Background: an optimization exercise with open tools, aiming at small area. Do not read the settings as production practice. In this exercise RTL edits were held to simulation tests only and were not proved equivalent to the original. Power figures rest on the tool's default switching activity, not on a simulated workload.

Setup of raven:
Design top_module, start of the top module:
module top_module (
    input wire clk,
    input wire reset,
    input wire rx,
    input wire mode_switch,
    input wire btn_up,
    input wire btn_down,
    output wire pwm_fan,
    output wire in1,
    output wire in2,
    output wire in3,
    output wire [3:0] an,
    output wire [6:0] seg,
    output wire dp
);
For scale: about 470 cells after synthesis, ~22 I/O pins, ~0.0057 mm2 of cells after synthesis.
clock: 10.0 ns
lec_check: 0
abc_area: 1
cap_margin: 0
core_margin: 2
core_utilization: 65
cts_buf_list: sky130_fd_sc_hd__clkbuf_4
place_density: 0.75
slew_margin: 0
standard.sh (not shown) runs the stock make flow with config.mk's settings and CLKGATE_MAP_FILE= SYNTH_SCRIPT=/design/flow/synth_recipe.tcl, a recipe that flattens the netlist after the stock synthesis.
==> flow/flow/run.sh <==
#!/bin/bash
# Own layout flow: the standard ORFS flow (standard.sh) with these changes
#  - synthesis maps the logic with a stronger ABC area script (flow/abc_area.script);
#    the registers, their names and cells are those of the standard synthesis
#  - after synthesis, flow/polarity.py re-chooses the polarity of full adders, majority
#    gates and xor gates to need fewer inverters; the result is used only if a SAT proof
#    (yosys, flip-flops cut by flow/combcut.py) shows its logic equals the synthesised one
#  - port buffers are sky130_fd_sc_hd__buf_1
#  - clock tree synthesis inserts no dummy loads
# Logs: flow_synth.log (synthesis), polarity.log, polarity_eq.log, flow_make.log (the rest);
# ORFS also keeps one log per step in orfs/logs/.
set -euo pipefail
W=$(pwd)
rm -rf "$W/scripts_own"
cp -r "$FLOW_HOME/scripts" "$W/scripts_own"
cp "$W/flow/abc_area.script" "$W/scripts_own/abc_area.script"
export SCRIPTS_DIR="$W/scripts_own"
export BUFFER_PORTS_ARGS="-buffer_cell sky130_fd_sc_hd__buf_1"
export CTS_ARGS="-sink_clustering_enable -repair_clock_nets -buf_list sky130_fd_sc_hd__clkbuf_4 -dont_use_dummy_load -sink_buffer_max_cap_derate 1.0"
R="$W/orfs/results/sky130hd/top_module/base"
YOSYS="$FLOW_HOME/../tools/install/yosys/bin/yosys"
LIB="$FLOW_HOME/platforms/sky130hd/lib/sky130_fd_sc_hd__tt_025C_1v80.lib"

bash "$W/standard.sh" "$R/1_2_yosys.v" > "$W/flow_synth.log" 2>&1
cp "$R/1_2_yosys.v" "$W/synth_orig.v"
ok=0
if python3 "$W/flow/polarity.py" "$W/synth_orig.v" "$W/synth_pol.v" > "$W/polarity.log" 2>&1 \
   && python3 "$W/flow/combcut.py" "$W/synth_orig.v" "$W/eq_gold.v" gold >> "$W/polarity.log" 2>&1 \
   && python3 "$W/flow/combcut.py" "$W/synth_pol.v" "$W/eq_gate.v" gate >> "$W/polarity.log" 2>&1; then
  cat > "$W/eq.ys" <<EOS
read_liberty -ignore_miss_func $LIB
read_verilog $W/eq_gold.v
read_verilog $W/eq_gate.v
flatten
opt_clean
miter -equiv -flatten -make_assert gold gate m
hierarchy -top m
sat -verify -prove-asserts m
EOS
  if "$YOSYS" -s "$W/eq.ys" > "$W/polarity_eq.log" 2>&1 && grep -q "SAT proof finished - no model found: SUCCESS" "$W/polarity_eq.log"; then
    ok=1
  fi
fi
if [[ $ok == 1 ]]; then
  cp "$W/synth_pol.v" "$R/1_2_yosys.v"
  echo "polarity: using the re-polarised netlist" >> "$W/polarity.log"
else
  echo "polarity: keeping the synthesised netlist" >> "$W/polarity.log"
fi
touch "$R/1_2_yosys.v"
bash "$W/standard.sh" > "$W/flow_make.log" 2>&1
Other scripts of this flow, unchanged in this note and not shown: flow/flow/abc_area.script, flow/flow/combcut.py, flow/flow/polarity.py
Per the final summary, raven finished and its layout is clean on timing, DRC and antenna.
### raven -> umber
--- a/flow/flow/run.sh
+++ b/flow/flow/run.sh
@@ -17,5 +17,5 @@
 export SCRIPTS_DIR="$W/scripts_own"
 export BUFFER_PORTS_ARGS="-buffer_cell sky130_fd_sc_hd__buf_1"
-export CTS_ARGS="-sink_clustering_enable -repair_clock_nets -buf_list sky130_fd_sc_hd__clkbuf_4 -dont_use_dummy_load -sink_buffer_max_cap_derate 1.0"
+export CTS_ARGS="-sink_clustering_enable -repair_clock_nets -buf_list sky130_fd_sc_hd__clkbuf_8 -dont_use_dummy_load -sink_clustering_size 30 -sink_clustering_max_diameter 200"
 R="$W/orfs/results/sky130hd/top_module/base"
 YOSYS="$FLOW_HOME/../tools/install/yosys/bin/yosys"
## What came out
- Sort raven and umber by fraction of standard cell area in multi-input logic asc -> top: umber
- umber against raven: power went up; worst max-slew margin expressed relative to the limit increased by 1.9 points relative to the old numbers; clock period minus final worst setup slack fell 0.0056 ns; maximum frequency barely changed; relative contribution of combinational cells to total power -1.3 points.
- On data arrival time of the critical path, raven and umber are neck and neck.
- In terms of final critical-path share of the clock period, umber and raven differ only marginally.
- Post-route worst hold slack of umber is on par with raven.
- Lower overall global routing resource usage was reported by raven, not umber.
- umber vs. raven: final wirelength went up by about 1.1%.
[inputs] indigo vs umber
--- a/flow/flow/run.sh
+++ b/flow/flow/run.sh
@@ -17,5 +17,5 @@
 export SCRIPTS_DIR="$W/scripts_own"
 export BUFFER_PORTS_ARGS="-buffer_cell sky130_fd_sc_hd__buf_1"
-export CTS_ARGS="-sink_clustering_enable -repair_clock_nets -buf_list sky130_fd_sc_hd__clkbuf_8 -dont_use_dummy_load -sink_clustering_size 30 -sink_clustering_max_diameter 200"
+export CTS_ARGS="-sink_clustering_enable -repair_clock_nets -buf_list sky130_fd_sc_hd__clkbuf_4 -dont_use_dummy_load -sink_clustering_size 25 -sink_clustering_max_diameter 100"
 R="$W/orfs/results/sky130hd/top_module/base"
 YOSYS="$FLOW_HOME/../tools/install/yosys/bin/yosys"
==> run notes <==
On final cycle utilization of the critical path, indigo and umber are neck and neck. indigo: full flow OK, the timing, design-rule and antenna checks passed. Comparing indigo and umber, the higher clock insertion delay at the later pin of the skew report was measured on indigo. indigo vs umber — cell depth of the worst flop-to-flop path dropped 1. Of the two candidates, umber has the worse routed wire length and indigo the better one.

-- afterwards: timing with drivers on the ports --
The results above use ideal ports. As a check the final layouts listed here were re-extracted and re-timed, cells and wires unchanged. Step 1 assumes that a clkbuf_16 drives the clock port and a buf_2 every other input. Step 2, shift: input delay + t, output delay - t, t = (earliest + latest rising clock arrival at the registers) / 2. This alone moves slack from input paths to output paths. Three values: no drivers, after step 1, after step 2; two values: the first two.
| run | t (ns) | setup slack, ns | worst setup path after step 2 | worst slew at a driven data input, ns | cell pins on the clock port's net |
|---|---|---|---|---|---|
| raven | 0.510 | 2.562 / 2.538 / 2.538 | input to output | 0.03 | 1 |
| umber | 0.438 | 2.567 / 2.544 / 2.544 | input to output | 0.03 | 1 |
| indigo | 0.510 | 2.562 / 2.538 / 2.538 | input to output | 0.03 | 1 |
After both steps setup and hold are still met in every run listed.
